Background: an optimization exercise with open tools, aiming at small area, a short achievable clock period and few clock cycles per item. Do not read the settings as production practice.
At most, simulation tests tie the RTL to the original design; equivalence was not proved.
Power figures rest on the tool's default switching activity, not on a simulated workload.

==> run a: inputs <==
Design unsigned_nonrestoring, start of the top module:
module unsigned_nonrestoring #(
    parameter int WIDTH = 32
) (
    input logic go,
    input logic[WIDTH-1:0] divisor,
    input logic[WIDTH-1:0] dividend,
    input logic clk, rst,
    output logic done,
    output logic[WIDTH-1:0] quotient,
    output logic[WIDTH-1:0] remainder,
    output logic divide_by_zero
);
logic align_R, iter_R, done_R, dbz_R;
logic [4:0] cnt_R;
logic [31:0] Q_R, R_R, B_R;
logic [5:0] lza_R, lzb_R;
assign done = done_R;
assign divide_by_zero = dbz_R;
assign quotient = Q_R;
assign remainder = R_R;
function automatic logic [5:0] lzc32(input logic [31:0] x);
    logic [15:0] v1; logic [15:0] c1;
    logic [7:0] v2; logic [1:0] c2 [8];
    logic [3:0] v3; logic [2:0] c3 [4];
    logic [1:0] v4; logic [3:0] c4 [2];
    for (int i = 0; i < 16; i++) begin
        v1[i] = x[2*i+1] | x[2*i];
        c1[i] = ~x[2*i+1];
    end
    for (int i = 0; i < 8; i++) begin
        v2[i] = v1[2*i+1] | v1[2*i];
        c2[i] = v1[2*i+1] ? {1'b0, c1[2*i+1]} : {1'b1, c1[2*i]};
    end
    for (int i = 0; i < 4; i++) begin
        v3[i] = v2[2*i+1] | v2[2*i];
        c3[i] = v2[2*i+1] ? {1'b0, c2[2*i+1]} : {1'b1, c2[2*i]};
    end
    for (int i = 0; i < 2; i++) begin
        v4[i] = v3[2*i+1] | v3[2*i];
        c4[i] = v3[2*i+1] ? {1'b0, c3[2*i+1]} : {1'b1, c3[2*i]};
    end
    if (v4[1]) lzc32 = {2'b00, c4[1]};
    else if (v4[0]) lzc32 = {2'b01, c4[0]};
    else lzc32 = 6'd32;
endfunction
logic [6:0] d;
logic [31:0] bsh;
  ...
Settings: LEC_CHECK=0, ABC_AREA=1, CAP_MARGIN=20, CORE_MARGIN=2, CORE_UTILIZATION=40, CTS_BUF_LIST=sky130_fd_sc_hd__clkbuf_8, SETUP_SLACK_MARGIN=3.75, SLEW_MARGIN=20; clock period 6.0 ns.
standard.sh (not shown) runs the stock make flow with config.mk's settings and CLKGATE_MAP_FILE= SYNTH_SCRIPT=/design/flow/synth_recipe.tcl, a recipe that flattens the netlist after the stock synthesis.
==> flow/flow/run.sh <==
#!/bin/bash
# The standard layout, with the port buffers made from the smallest plain buffer
# (buf_1) instead of the cell buffer_ports picks by itself.
set -euo pipefail
bash standard.sh 'BUFFER_PORTS_ARGS=-buffer_cell sky130_fd_sc_hd__buf_1' finish > make.log 2>&1
==> run b: changes against run a <==
==> flow/design.v (replaced) <==
module unsigned_nonrestoring #(
    parameter int WIDTH = 32
) (
    input logic go,
    input logic[WIDTH-1:0] divisor,
    input logic[WIDTH-1:0] dividend,
    input logic clk, rst,
    output logic done,
    output logic[WIDTH-1:0] quotient,
    output logic[WIDTH-1:0] remainder,
    output logic divide_by_zero
);
logic align_R, iter_R, done_R, dbz_R;
logic [4:0] cnt_R;
logic [31:0] Q_R, R_R, B_R;
logic [5:0] lza_R, lzb_R;
assign done = done_R;
assign divide_by_zero = dbz_R;
assign quotient = Q_R;
assign remainder = R_R;
function automatic logic [5:0] lzc32(input logic [31:0] x);
    logic [15:0] v1; logic [15:0] c1;
    logic [7:0] v2; logic [1:0] c2 [8];
    logic [3:0] v3; logic [2:0] c3 [4];
    logic [1:0] v4; logic [3:0] c4 [2];
    for (int i = 0; i < 16; i++) begin
        v1[i] = x[2*i+1] | x[2*i];
        c1[i] = ~x[2*i+1];
    end
    for (int i = 0; i < 8; i++) begin
        v2[i] = v1[2*i+1] | v1[2*i];
        c2[i] = v1[2*i+1] ? {1'b0, c1[2*i+1]} : {1'b1, c1[2*i]};
    end
    for (int i = 0; i < 4; i++) begin
        v3[i] = v2[2*i+1] | v2[2*i];
        c3[i] = v2[2*i+1] ? {1'b0, c2[2*i+1]} : {1'b1, c2[2*i]};
    end
    for (int i = 0; i < 2; i++) begin
        v4[i] = v3[2*i+1] | v3[2*i];
        c4[i] = v3[2*i+1] ? {1'b0, c3[2*i+1]} : {1'b1, c3[2*i]};
    end
    if (v4[1]) lzc32 = {2'b00, c4[1]};
    else if (v4[0]) lzc32 = {2'b01, c4[0]};
    else lzc32 = 6'd32;
endfunction
logic [6:0] d;
logic [31:0] bsh;
logic bzero, qzero;
always_comb begin
    d = {1'b0, lzb_R} - {1'b0, lza_R};
    bzero = lzb_R[5];
    qzero = d[6];
    bsh = divisor << d[4:0];
end
logic [32:0] diff;
logic qd;
logic [32:0] sx, sz, sg, sp, G, P;
always_comb begin
    sx = {1'b0, R_R}; sz = ~{1'b0, B_R};
    sg = sx & sz; sp = sx ^ sz;
    G = {sg[32:1], sg[0] | sp[0]}; P = sp;
    G[1] = G[1] | (P[1] & G[0]); P[1] = P[1] & P[0];
    G[3] = G[3] | (P[3] & G[2]); P[3] = P[3] & P[2];
    G[5] = G[5] | (P[5] & G[4]); P[5] = P[5] & P[4];
    G[7] = G[7] | (P[7] & G[6]); P[7] = P[7] & P[6];
    G[9] = G[9] | (P[9] & G[8]); P[9] = P[9] & P[8];
    G[11] = G[11] | (P[11] & G[10]); P[11] = P[11] & P[10];
    G[13] = G[13] | (P[13] & G[12]); P[13] = P[13] & P[12];
    G[15] = G[15] | (P[15] & G[14]); P[15] = P[15] & P[14];
    G[17] = G[17] | (P[17] & G[16]); P[17] = P[17] & P[16];
    G[19] = G[19] | (P[19] & G[18]); P[19] = P[19] & P[18];
    G[21] = G[21] | (P[21] & G[20]); P[21] = P[21] & P[20];
    G[23] = G[23] | (P[23] & G[22]); P[23] = P[23] & P[22];
    G[25] = G[25] | (P[25] & G[24]); P[25] = P[25] & P[24];
    G[27] = G[27] | (P[27] & G[26]); P[27] = P[27] & P[26];
    G[29] = G[29] | (P[29] & G[28]); P[29] = P[29] & P[28];
    G[31] = G[31] | (P[31] & G[30]); P[31] = P[31] & P[30];
    G[3] = G[3] | (P[3] & G[1]); P[3] = P[3] & P[1];
    G[7] = G[7] | (P[7] & G[5]); P[7] = P[7] & P[5];
    G[11] = G[11] | (P[11] & G[9]); P[11] = P[11] & P[9];
    G[15] = G[15] | (P[15] & G[13]); P[15] = P[15] & P[13];
    G[19] = G[19] | (P[19] & G[17]); P[19] = P[19] & P[17];
    G[23] = G[23] | (P[23] & G[21]); P[23] = P[23] & P[21];
    G[27] = G[27] | (P[27] & G[25]); P[27] = P[27] & P[25];
    G[31] = G[31] | (P[31] & G[29]); P[31] = P[31] & P[29];
    G[7] = G[7] | (P[7] & G[3]); P[7] = P[7] & P[3];
    G[15] = G[15] | (P[15] & G[11]); P[15] = P[15] & P[11];
    G[23] = G[23] | (P[23] & G[19]); P[23] = P[23] & P[19];
    G[31] = G[31] | (P[31] & G[27]); P[31] = P[31] & P[27];
    G[15] = G[15] | (P[15] & G[7]); P[15] = P[15] & P[7];
    G[31] = G[31] | (P[31] & G[23]); P[31] = P[31] & P[23];
    G[31] = G[31] | (P[31] & G[15]); P[31] = P[31] & P[15];
    G[23] = G[23] | (P[23] & G[15]); P[23] = P[23] & P[15];
    G[11] = G[11] | (P[11] & G[7]); P[11] = P[11] & P[7];
    G[19] = G[19] | (P[19] & G[15]); P[19] = P[19] & P[15];
    G[27] = G[27] | (P[27] & G[23]); P[27] = P[27] & P[23];
    G[5] = G[5] | (P[5] & G[3]); P[5] = P[5] & P[3];
    G[9] = G[9] | (P[9] & G[7]); P[9] = P[9] & P[7];
    G[13] = G[13] | (P[13] & G[11]); P[13] = P[13] & P[11];
    G[17] = G[17] | (P[17] & G[15]); P[17] = P[17] & P[15];
    G[21] = G[21] | (P[21] & G[19]); P[21] = P[21] & P[19];
    G[25] = G[25] | (P[25] & G[23]); P[25] = P[25] & P[23];
    G[29] = G[29] | (P[29] & G[27]); P[29] = P[29] & P[27];
    G[2] = G[2] | (P[2] & G[1]); P[2] = P[2] & P[1];
    G[4] = G[4] | (P[4] & G[3]); P[4] = P[4] & P[3];
    G[6] = G[6] | (P[6] & G[5]); P[6] = P[6] & P[5];
    G[8] = G[8] | (P[8] & G[7]); P[8] = P[8] & P[7];
    G[10] = G[10] | (P[10] & G[9]); P[10] = P[10] & P[9];
    G[12] = G[12] | (P[12] & G[11]); P[12] = P[12] & P[11];
    G[14] = G[14] | (P[14] & G[13]); P[14] = P[14] & P[13];
    G[16] = G[16] | (P[16] & G[15]); P[16] = P[16] & P[15];
    G[18] = G[18] | (P[18] & G[17]); P[18] = P[18] & P[17];
    G[20] = G[20] | (P[20] & G[19]); P[20] = P[20] & P[19];
    G[22] = G[22] | (P[22] & G[21]); P[22] = P[22] & P[21];
    G[24] = G[24] | (P[24] & G[23]); P[24] = P[24] & P[23];
    G[26] = G[26] | (P[26] & G[25]); P[26] = P[26] & P[25];
    G[28] = G[28] | (P[28] & G[27]); P[28] = P[28] & P[27];
    G[30] = G[30] | (P[30] & G[29]); P[30] = P[30] & P[29];
    G[32] = G[32] | (P[32] & G[31]); P[32] = P[32] & P[31];
    diff[0] = ~sp[0];
    for (int i = 1; i < 33; i++) diff[i] = sp[i] ^ G[i-1];
    qd = !diff[32];
end
always_ff @(posedge clk or posedge rst) begin
    if (rst) begin
        align_R <= 1'b0;
        iter_R <= 1'b0;
        done_R <= 1'b0;
        dbz_R <= 1'b0;
    end else begin
        done_R <= 1'b0;
        if (align_R) begin
            align_R <= 1'b0;
            dbz_R <= bzero;
            if (bzero || qzero) done_R <= 1'b1;
            else iter_R <= 1'b1;
        end else if (iter_R) begin
            if (cnt_R == 5'd0) begin
                iter_R <= 1'b0;
                done_R <= 1'b1;
            end
        end else if (go) begin
            align_R <= 1'b1;
        end
    end
end
always_ff @(posedge clk) begin
    lza_R <= lzc32(dividend);
    lzb_R <= lzc32(divisor);
    if (align_R) begin
        B_R <= bsh;
        Q_R <= '0;
        cnt_R <= d[4:0];
    end else begin
        B_R <= {1'b0, B_R[31:1]};
        Q_R <= {Q_R[30:0], qd};
        cnt_R <= cnt_R - 5'd1;
    end
    if (!align_R && !iter_R) R_R <= dividend;
    else if (iter_R && qd) R_R <= diff[31:0];
end
endmodule
==> notes <==
Of run b and run a, run a has the higher utilization (gap 2.1 points). Of run a and run b, run a has the higher area after synthesis (gap 4.5%, measured against run b). In run b the clock-buffer cell count is lower than in run a, by 2. Between run b and run a, the lower critical path depth is in run a (gap 5). Between run b and run a, the lower worst hold slack is in run a (gap 0.0042 ns). Clock power: run a is lower than run b (4.6%). Clock skew: run b is higher than run a (0.0025 ns). Against run b, the cell count of run a is higher by about 13%.
Testbench counts of run a, summed over its fixed seeds: cycles 32,890, divisions 3,200.
Function not checked in run b: the RTL went through the layout flow alone.

[afterwards: timing with drivers on the ports]
In the flow no input, the clock included, has a driving cell. The finished layouts below were timed again as built, in two steps.
Step 1, drivers: a clkbuf_16 drives clk and a buf_2 each remaining input, both assumed.
Step 2 times the ports against the registers' clock, not the clock port: input delays grow and output delays shrink by t, the midpoint of the rising clock arrivals with the driver on.
a / b / c = no drivers / after step 1 / after step 2; a / b = the first two.
run	t, ns	setup slack, ns	hold slack, ns
run a	0.477	3.620 / 3.620 / 3.359	0.414 / 0.414 / 0.414
run b	0.493	3.399 / 3.399 / 3.397	0.418 / 0.418 / 0.418
After both steps every run listed still meets setup and hold. The setup slack of run a, which loses most, moves by 0.000 ns with the drivers and by -0.261 ns with both steps.
